Source: an optimization exercise on an open RTL-to-GDS flow (aim: small area, a short achievable clock period and few clock cycles per item). Production flows keep margins and buffers that such runs may drop. RTL that was checked went through simulation tests only; none was proved equivalent to the original. No activity file was given, so power comes from the tool's default toggle rates.

==> flow/design.v (excerpt) <==
module ml_accel(
    input wire clk,
    input wire rst,
    input wire w_en,
    input wire r_en,
    input wire [5:0] addr,
    input wire [31:0] w_data,
    output reg [31:0] r_data,
    output reg done
    );
For scale: about 3000 cells after synthesis, about 75 I/O pins, ~0.030 mm² of cells after synthesis.
Settings: LEC_CHECK=0, ABC_AREA=1, CAP_MARGIN=5, CORE_MARGIN=2, CORE_UTILIZATION=55, CTS_BUF_LIST=sky130_fd_sc_hd__clkbuf_8 sky130_fd_sc_hd__clkbuf_16, CTS_CLUSTER_DIAMETER=80, CTS_CLUSTER_SIZE=30, PLACE_DENSITY=0.7, SETUP_SLACK_MARGIN=4.8, SLEW_MARGIN=5, SYNTH_HIERARCHICAL=1, SYNTH_MINIMUM_KEEP_SIZE=0; clock period 10.0 ns.
standard.sh (not shown) runs the stock make flow with config.mk's settings and CLKGATE_MAP_FILE= SYNTH_SCRIPT=/design/flow/synth_recipe.tcl, a recipe that flattens the netlist after the stock synthesis.
==> flow/flow/run.sh <==
#!/bin/bash
# Standard layout, with two changes to how cells are sized:
#  - the port buffers are buf_2 cells instead of the default (a delay-buffer
#    cell that timing repair cannot resize away);
#  - timing repair may resize a cell to one of a different width.
set -euo pipefail
export BUFFER_PORTS_ARGS="-buffer_cell sky130_fd_sc_hd__buf_2"
bash standard.sh MATCH_CELL_FOOTPRINT=0 finish > standard.log 2>&1
The first run completed with no timing, DRC or antenna violations.
Testbench counts at the start, summed over its fixed seeds: cycles 30,962, items 4,000.
Change:
Settings changed: CAP_MARGIN 5 to 20, CORE_UTILIZATION 55 to 40, PLACE_DENSITY 0.7 to default, SLEW_MARGIN 5 to 20.
After rerunning:
- worst setup slack got worse by 0.012 ns
- register-to-register slack improved by 0.03 ns
- fmax hardly moves
Change:
Settings changed: CORE_UTILIZATION 40 to 55, PLACE_DENSITY from default to 0.7, TNS_END_PERCENT from default to 10.
Outcome: Clock-buffer cell count does not change; routed wire length drops by 1.3%; power climbs by 0.84%; clock skew drops by 0.011 ns; sequential power is about the same; worst setup slack is worse by 0.044 ns.
Change:
Settings changed: GPL_TIMING_DRIVEN from default to 0, TNS_END_PERCENT 10 to default.
Effect: Total power went up by 3.3%. Die area is unchanged. Register-to-register slack loses 0.05 ns. Combinational power climbs by 4.3%. Setup slack is worse by 0.0060 ns. Clock-buffer cell count went up by 2. Routed wire length rises by 20%. Core utilization rose by 1.4 points. First-iteration DRC count went up by 29%. Final area rose by 2.3%. Clock skew goes up by 0.011 ns.
Change:
Settings changed: CORE_UTILIZATION 55 to 40, GPL_TIMING_DRIVEN 0 to default, PLACE_DENSITY 0.7 to default, SETUP_SLACK_MARGIN 4.8 to 5.0.
Result: The new run finished clean. Clock-buffer cell count does not change. Synthesized area does not change. Sequential power hardly moves.
Change:
Settings changed: CORE_UTILIZATION 40 to 65, PLACE_DENSITY from default to 0.8, SETUP_SLACK_MARGIN 5.0 to 4.8.
Outcome:
- The changed run completed without violations
- cell area is lower by about 3.2%
- power is higher by 1.2%
- via count is higher by 4.2%


ml_accel, a different RTL version from the one above (not shown whole).
Size: roughly 3100 cells after synthesis, about 75 I/O pins.
make LEC_CHECK=0 ABC_AREA=1 CAP_MARGIN=20 CORE_MARGIN=2 CORE_UTILIZATION=40 SETUP_SLACK_MARGIN=4.5 SLEW_MARGIN=20 SYNTH_HIERARCHICAL=1 SYNTH_MINIMUM_KEEP_SIZE=0 finish   # period 10.0 ns
run.sh (not shown) runs the stock make flow with config.mk's settings and CLKGATE_MAP_FILE= SYNTH_SCRIPT=/design/flow/synth_recipe.tcl, a recipe that flattens the netlist after the stock synthesis.
Stock flow here: none of the scripts above is used.
The baseline finished with timing, DRC and antenna clean.
Testbench counts at the start, summed over its fixed seeds: cycles 30,962, items 4,000.
Next try:
--- a/flow/config.mk
+++ b/flow/config.mk
@@ -11 +11,2 @@
-export CORE_UTILIZATION = 40
+export CORE_UTILIZATION = 60
+export CTS_BUF_LIST = sky130_fd_sc_hd__clkbuf_4 sky130_fd_sc_hd__clkbuf_8
Effect: The new run completed without violations. Critical path depth grows by 5. Global-route usage grows by 12 points. Flip-flop and latch count does not change. Die area shrinks by 33%. Register-to-register slack improved by 0.04 ns. Utilization grows by 22 points. Sequential power barely changes. Maximum frequency shrinks by 0.79%. Cell area shrinks by 0.49%.
Next try:
--- a/flow/config.mk
+++ b/flow/config.mk
@@ -11,3 +11,2 @@
-export CORE_UTILIZATION = 60
-export CTS_BUF_LIST = sky130_fd_sc_hd__clkbuf_4 sky130_fd_sc_hd__clkbuf_8
-export SETUP_SLACK_MARGIN = 4.5
+export CORE_UTILIZATION = 40
+export SETUP_SLACK_MARGIN = 5
The changed run went through all stages and came out clean.
Routed wire length rises by 2.1%.
Register-to-register slack improves by 0.40 ns.
Non-clock buffer count rises by 54.
Maximum frequency rises by 3.6%.
Next try:
==> flow/flow/run.sh (new file) <==
#!/bin/bash
# Standard layout, with the port buffers made from buf_2 cells instead of
# the default (a delay-buffer cell that repair cannot resize away).
set -euo pipefail
export BUFFER_PORTS_ARGS="-buffer_cell sky130_fd_sc_hd__buf_2"
bash standard.sh > standard.log 2>&1
==> flow/standard.sh (new file) <==
#!/bin/bash
# synth_recipe.tcl (not shown) runs the flow's synth.tcl, then flattens the netlist and writes it again
# the make line also repeats each setting of config.mk as NAME=value (left out here)
make -C /OpenROAD-flow-scripts/flow DESIGN_CONFIG=/design/flow/config.mk WORK_HOME=/design/flow/orfs CLKGATE_MAP_FILE= SYNTH_SCRIPT=/design/flow/synth_recipe.tcl "${@:-finish}"
--- a/flow/config.mk
+++ b/flow/config.mk
@@ -12 +12 @@
-export SETUP_SLACK_MARGIN = 5
+export SETUP_SLACK_MARGIN = 4.5
removed: flow/run.sh
- synthesized area is unchanged
- wire length decreases by about 6%
- sequential share of layout area climbs by 2.4 points
- core utilization decreases by 3.3 points


## old
ml_accel, a different RTL version from the one above (not shown whole).
For scale: about 430 flip-flops, ~75 I/O pins, ~0.030 mm^2 of cells after synthesis.
==> flow/config.mk <==
export PLATFORM = sky130hd
export DESIGN_NAME = ml_accel
export DESIGN_NICKNAME = ml_accel
export VERILOG_FILES = /design/flow/design.v
export SDC_FILE = /design/flow/constraint.sdc
export NUM_CORES = 4
export LEC_CHECK = 0
export ABC_AREA = 1
export CAP_MARGIN = 20
export CORE_MARGIN = 2
export CORE_UTILIZATION = 40
export SETUP_SLACK_MARGIN = 4.5
export SLEW_MARGIN = 20
export SYNTH_HIERARCHICAL = 1
export SYNTH_MINIMUM_KEEP_SIZE = 0
==> flow/constraint.sdc <==
create_clock -name core_clock -period 10.0 [get_ports {clk}]
set_input_delay 2.0000 -clock core_clock [delete_from_list [all_inputs] [get_ports {clk}]]
set_output_delay 2.0000 -clock core_clock [all_outputs]
set_load 0.01 [all_outputs]
standard.sh (not shown) runs the stock make flow with config.mk's settings and CLKGATE_MAP_FILE= SYNTH_SCRIPT=/design/flow/synth_recipe.tcl, a recipe that flattens the netlist after the stock synthesis.
==> flow/flow/run.sh <==
#!/bin/bash
# Standard layout, with the port buffers made from buf_2 cells instead of
# the default (a delay-buffer cell that repair cannot resize away).
set -euo pipefail
export BUFFER_PORTS_ARGS="-buffer_cell sky130_fd_sc_hd__buf_2"
bash standard.sh > standard.log 2>&1
What new does differently from old at the input level:
- CTS_BUF_LIST: unset -> sky130_fd_sc_hd__clkbuf_8 sky130_fd_sc_hd__clkbuf_16
- CTS_CLUSTER_DIAMETER: unset -> 80
- CTS_CLUSTER_SIZE: unset -> 30
Findings:
Summary of new over old: count of fill cells added during filler insertion up 47; area added between synthesis and finish now sits lower; hold slack went up by 0.011 ns.
In new the sequential share of layout area turned out 0.56 points higher than in old.
old has lower time the worst path needs with I/O delays and setup than new.
old has a higher total power than new.
The standard cells in new occupy less silicon area than those in old do.
Looking at first-iteration DRC count, new sits above old.
No functional check of the RTL was part of any run of this note.


== run 1 ==
Another version of the RTL of ml_accel (not shown whole).
Size in the first run: about 3800 cells after synthesis, ~75 I/O pins, ~35000 µm² of cells after synthesis.
==> flow/config.mk <==
export PLATFORM = sky130hd
export DESIGN_NAME = ml_accel
export DESIGN_NICKNAME = ml_accel
export VERILOG_FILES = /design/flow/design.v
export SDC_FILE = /design/flow/constraint.sdc
export NUM_CORES = 4
export LEC_CHECK = 0
export CAP_MARGIN = 20
export CORE_MARGIN = 2
export CORE_UTILIZATION = 40
export SLEW_MARGIN = 20
==> flow/constraint.sdc <==
create_clock -name core_clock -period 10.0 [get_ports {clk}]
set_input_delay 2.0000 -clock core_clock [delete_from_list [all_inputs] [get_ports {clk}]]
set_output_delay 2.0000 -clock core_clock [all_outputs]
set_load 0.01 [all_outputs]
run.sh (not shown) runs the stock make flow with config.mk's settings and CLKGATE_MAP_FILE= SYNTH_SCRIPT=/design/flow/synth_recipe.tcl, a recipe that flattens the netlist after the stock synthesis.
Stock flow here: none of the scripts above is used.
What run 2 does differently from run 1 at the input level:
# run 1
export LEC_CHECK = 0
export CAP_MARGIN = 20
export CORE_MARGIN = 2
export CORE_UTILIZATION = 40
export SLEW_MARGIN = 20
create_clock -name core_clock -period 10.0 [get_ports {clk}]
# run 2
export LEC_CHECK = 0
export CAP_MARGIN = 20
export CORE_MARGIN = 2
export CORE_UTILIZATION = 40
export SETUP_SLACK_MARGIN = 4.5
export SLEW_MARGIN = 20
create_clock -name core_clock -period 10.0 [get_ports {clk}]
Notes after the runs:
Compared with run 1, in run 2 post-route cell area saw an increase; register fraction of the total cell area saw a decrease.
Run 1 → run 2: vias per cell has increased; met3 wirelength from detailed routing increased 830 µm.
Run 2 ends up with a critical path depth that is 5 higher than in run 1.
Area added between synthesis and finish | run 2 above run 1
Relative to run 1, the total detailed-routing wirelength measured on run 2 has increased by a few percent.
The combinational cell fraction of total power number comes out lower for run 1 vs run 2.
Changes in run 3 relative to run 2:
# run 2
export LEC_CHECK = 0
export CAP_MARGIN = 20
export CORE_MARGIN = 2
export CORE_UTILIZATION = 40
export SETUP_SLACK_MARGIN = 4.5
export SLEW_MARGIN = 20
create_clock -name core_clock -period 10.0 [get_ports {clk}]
# run 3
export LEC_CHECK = 0
export ABC_CLOCK_PERIOD_IN_PS = 5000
export CAP_MARGIN = 20
export CORE_MARGIN = 2
export CORE_UTILIZATION = 40
export SETUP_SLACK_MARGIN = 4.5
export SLEW_MARGIN = 20
create_clock -name core_clock -period 10.0 [get_ports {clk}]
Notes after the runs:
Between run 2 and run 3, the clock group share of total power does not differ in any meaningful way.
Looking at run 3 and run 2, the clock power is a wash.
Diff run 3..run 2 | setup slack | unchanged
Comparing run 2 against run 3, there is no change at all in wire length.
As far as max-slew violation count goes, run 3 and run 2 are indistinguishable; the numbers are identical.
Comparing run 3 against run 2, there is no change at all in distinct cell type count of the synthesized netlist.
On remaining antenna violation count, run 2 tracks run 3 almost exactly.
Function was not checked in any run of this note: the RTL went through the layout flow alone.


01-13:
ml_accel, a different RTL version from the one above (not shown whole).
For scale: roughly 440 flip-flops, about 75 I/O pins, ~0.030 mm² of cells after synthesis.
Settings: LEC_CHECK=0, ABC_AREA=1, CAP_MARGIN=20, CORE_MARGIN=2, CORE_UTILIZATION=40, CTS_BUF_LIST=sky130_fd_sc_hd__clkbuf_8 sky130_fd_sc_hd__clkbuf_16, CTS_CLUSTER_DIAMETER=80, CTS_CLUSTER_SIZE=30, SETUP_SLACK_MARGIN=4.5, SLEW_MARGIN=20, SYNTH_HIERARCHICAL=1, SYNTH_MINIMUM_KEEP_SIZE=0; clock period 10.0 ns.
standard.sh (not shown) runs the stock make flow with config.mk's settings and CLKGATE_MAP_FILE= SYNTH_SCRIPT=/design/flow/synth_recipe.tcl, a recipe that flattens the netlist after the stock synthesis.
Scripts as last shown in full above: flow/flow/run.sh
01-13: all stages complete, timing, DRC and antenna checks passed
Modified inputs, 04-01 compared to 01-13
==> flow/flow/run.sh <==
#!/bin/bash
# Standard layout, with two changes to how cells are sized:
#  - the port buffers are buf_2 cells instead of the default (a delay-buffer
#    cell that timing repair cannot resize away);
#  - timing repair may resize a cell to one of a different width.
set -euo pipefail
export BUFFER_PORTS_ARGS="-buffer_cell sky130_fd_sc_hd__buf_2"
bash standard.sh MATCH_CELL_FOOTPRINT=0 finish > standard.log 2>&1
--- outcome ---
Comparing 04-01 with 01-13, the clock transition at the registers of the reported paths came out essentially unchanged. Changes observed in 04-01 relative to 01-13: wire length roughly the same, detailed route wirelength on metal3 comparable. Diff 01-13..04-01 | compound-gate portion of the synthesized area | unchanged. Diff 01-13..04-01 | final clock period utilization by the worst path | unchanged. As far as global-route usage is concerned, 04-01 and 01-13 perform about the same. 04-01 -> 01-13: post-route total power delta 0, exact match. As far as number of gates on the worst path with buffers counted goes, 04-01 and 01-13 are indistinguishable; the numbers are identical. From 01-13 to 04-01 the numbers moved as follows: fraction of synthesis flops using an asynchronous set or reset pin essentially unchanged, area of all placed cells without fillers did not really move, fmax barely changed.
No run of this note included a check of the RTL's function; only the layout flow was run.


Setup of ember:
ml_accel with an RTL version that a note above also has.
Size: roughly 3000 cells after synthesis, about 440 flip-flops, roughly 30000 um^2 of cells after synthesis.
Settings: LEC_CHECK=0, ABC_AREA=1, CAP_MARGIN=20, CORE_MARGIN=2, CORE_UTILIZATION=55, CTS_BUF_LIST=sky130_fd_sc_hd__clkbuf_8 sky130_fd_sc_hd__clkbuf_16, CTS_CLUSTER_DIAMETER=80, CTS_CLUSTER_SIZE=30, PLACE_DENSITY=0.7, SETUP_SLACK_MARGIN=5, SLEW_MARGIN=20, SYNTH_HIERARCHICAL=1, SYNTH_MINIMUM_KEEP_SIZE=0, TNS_END_PERCENT=10; clock period 10.0 ns.
==> flow/flow/run.sh <==
#!/bin/bash
# Standard layout, with two changes to how cells are sized:
#  - the port buffers are buf_2 cells instead of the default (a delay-buffer
#    cell that timing repair cannot resize away);
#  - timing repair may resize a cell to one of a different width.
set -euo pipefail
export BUFFER_PORTS_ARGS="-buffer_cell sky130_fd_sc_hd__buf_2"
bash standard.sh MATCH_CELL_FOOTPRINT=0 finish > standard.log 2>&1
ember: no failed stages, no open violations at the end
Testbench counts of ember, summed over its fixed seeds: cycles 30,962, items 4,000.
Relative to ember, the following input files were edited for raven:
- SETUP_SLACK_MARGIN now 4.5, was 5
- TNS_END_PERCENT no longer set, was 10
- CORE_UTILIZATION now 40, was 55
- PLACE_DENSITY no longer set, was 0.7
Global-route usage: raven vs ember down 8.6 points
Length of routed met3 wiring, raven vs ember: down by more than 10%
Lower final estimated routing congestion in global placement goes to raven over ember.
From ember to raven the numbers moved as follows: share of the clock period used by the worst path up 2.7 points; critical path depth up 1; number of standard cells in the layout, taps in and fillers out up 265; final core utilization down 17 points.
The run with more routed wire is ember, not raven.
Here is what was changed in the inputs of juniper compared with raven.
- a change of SETUP_SLACK_MARGIN from 4.5 to 4.8
- a change of CORE_UTILIZATION from 40 to 55
- an added PLACE_DENSITY of 0.7
## What came out
- juniper finished end to end and its layout was clean on timing, DRC and antenna.
- Re count of distinct cell types in the synthesized netlist: no difference whatsoever between raven and juniper.
- Compared with raven, juniper shows a lower initial antenna violation count.
- juniper vs raven: routed metal-1 wirelength down by a little under 10%
- Number of vias per cell after detailed routing (higher): juniper
- Summary: net switching power, juniper worse than raven


## the reference run
ml_accel again, from the RTL that the note above started with.
==> flow/config.mk <==
export PLATFORM = sky130hd
export DESIGN_NAME = ml_accel
export DESIGN_NICKNAME = ml_accel
export VERILOG_FILES = /design/flow/design.v
export SDC_FILE = /design/flow/constraint.sdc
export NUM_CORES = 4
export LEC_CHECK = 0
export ABC_AREA = 1
export CAP_MARGIN = 20
export CORE_MARGIN = 2
export CORE_UTILIZATION = 55
export CTS_BUF_LIST = sky130_fd_sc_hd__clkbuf_8 sky130_fd_sc_hd__clkbuf_16
export CTS_CLUSTER_DIAMETER = 80
export CTS_CLUSTER_SIZE = 30
export PLACE_DENSITY = 0.7
export SETUP_SLACK_MARGIN = 4.7
export SLEW_MARGIN = 20
export SYNTH_HIERARCHICAL = 1
export SYNTH_MINIMUM_KEEP_SIZE = 0
==> flow/constraint.sdc <==
create_clock -name core_clock -period 10.0 [get_ports {clk}]
set_input_delay 2.0000 -clock core_clock [delete_from_list [all_inputs] [get_ports {clk}]]
set_output_delay 2.0000 -clock core_clock [all_outputs]
set_load 0.01 [all_outputs]
Scripts as last shown in full above: flow/flow/run.sh
The reference run ran to completion and came out clean on the timing, DRC and antenna checks.
Testbench counts of the reference run, summed over its fixed seeds: cycles 30,962, items 4,000.
Changes in the trial run relative to the reference run:
diff --git a/flow/config.mk b/flow/config.mk
--- a/flow/config.mk
+++ b/flow/config.mk
@@ -13,6 +13,7 @@
 export CTS_CLUSTER_DIAMETER = 80
 export CTS_CLUSTER_SIZE = 30
+export GPL_ROUTABILITY_DRIVEN = 0
 export PLACE_DENSITY = 0.7
-export SETUP_SLACK_MARGIN = 4.7
+export SETUP_SLACK_MARGIN = 4.8
 export SLEW_MARGIN = 20
 export SYNTH_HIERARCHICAL = 1
## What came out
The total routing resource utilization after global routing number comes out higher for the reference run vs the trial run.
Looking at critical path capture point, the r_data[30] result is from the reference run; the r_data[11] one comes from the trial run.
The reference run vs the trial run, highest signal layer in the routed design: met5 vs met4
Critical-path cell with the highest stage delay = o21ai_0: the reference run; critical-path cell with the highest stage delay = nor2_8: the trial run
The trial run ended up with addr[5] as its launch point of the critical path; the reference run ended up with acc_s[24]$_DFF_PP0_.
No stage failed in the trial run, and the final checks on the layout all came back clean.
Per the comparison of the trial run with the reference run, number of buffers inserted by port buffering essentially unchanged; share of power burned in combinational logic moved down; setup slack of the critical path after layout increased by 170 ps relative to the old numbers.
Against the reference run, summed area of non-filler cells in the final layout in the trial run came out worse.

## separate check: timing with driven ports
The flow's constraints put no driver on any port. The routed layouts listed below were extracted and timed again, unchanged, in two steps. Step 1 (the two cells are an assumption about what drives the block):
set clk [get_ports {clk}]
set_driving_cell -lib_cell sky130_fd_sc_hd__clkbuf_16 $clk
set_driving_cell -lib_cell sky130_fd_sc_hd__buf_2 [delete_from_list [all_inputs] $clk]
Step 2 moves the port delays by t, midway between the first and last clock arrival at a register: inputs arrive t later, outputs are due t later. That takes back most of the time a late clock gives input paths. Slacks: ideal ports / drivers / drivers and shift; pairs: ideal ports / drivers.
run	t, ns	slack for setup (ns)	hold slack, ns
the first run of note 1	0.665	4.914 / 4.857 / 4.441	0.469 / 0.469 / 0.469
the second run of note 1	0.685	4.902 / 4.859 / 4.519	0.464 / 0.464 / 0.464
the third run of note 1	0.667	4.858 / 4.831 / 4.432	0.473 / 0.473 / 0.473
the fourth run of note 1	0.691	4.852 / 4.852 / 4.344	0.475 / 0.475 / 0.475
the fifth run of note 1	0.670	4.948 / 4.910 / 4.575	0.461 / 0.461 / 0.461
the sixth run of note 1	0.669	4.862 / 4.824 / 4.419	0.476 / 0.476 / 0.476
the first run of note 2	0.655	4.547 / 4.513 / 4.114	0.469 / 0.469 / 0.469
the second run of note 2	0.724	4.504 / 4.481 / 4.227	0.480 / 0.480 / 0.480
the third run of note 2	0.654	4.695 / 4.647 / 4.516	0.480 / 0.480 / 0.480
the fourth run of note 2	0.673	4.561 / 4.539 / 4.378	0.470 / 0.470 / 0.470
old	0.675	4.705 / 4.685 / 4.210	0.445 / 0.445 / 0.445
new	0.680	4.697 / 4.677 / 4.216	0.456 / 0.456 / 0.456
run 1	0.683	2.968 / 2.949 / 2.949	0.463 / 0.463 / 0.463
run 2	0.691	4.396 / 4.329 / 3.903	0.471 / 0.471 / 0.471
run 3	0.691	4.396 / 4.329 / 3.903	0.471 / 0.471 / 0.471
01-13	0.673	4.690 / 4.666 / 4.198	0.451 / 0.451 / 0.451
04-01	0.673	4.690 / 4.666 / 4.198	0.451 / 0.451 / 0.451
ember	0.672	4.936 / 4.884 / 4.483	0.470 / 0.470 / 0.470
raven	0.685	4.661 / 4.640 / 4.320	0.464 / 0.464 / 0.464
juniper	0.665	4.914 / 4.857 / 4.441	0.469 / 0.469 / 0.469
the reference run	0.664	4.748 / 4.691 / 4.412	0.474 / 0.474 / 0.474
the trial run	0.669	4.921 / 4.883 / 4.401	0.470 / 0.470 / 0.470
After both steps setup and hold are still met in every run listed. For the trial run, which loses most, drivers alone change the setup slack by -0.038 ns; drivers and shift together by -0.520 ns.
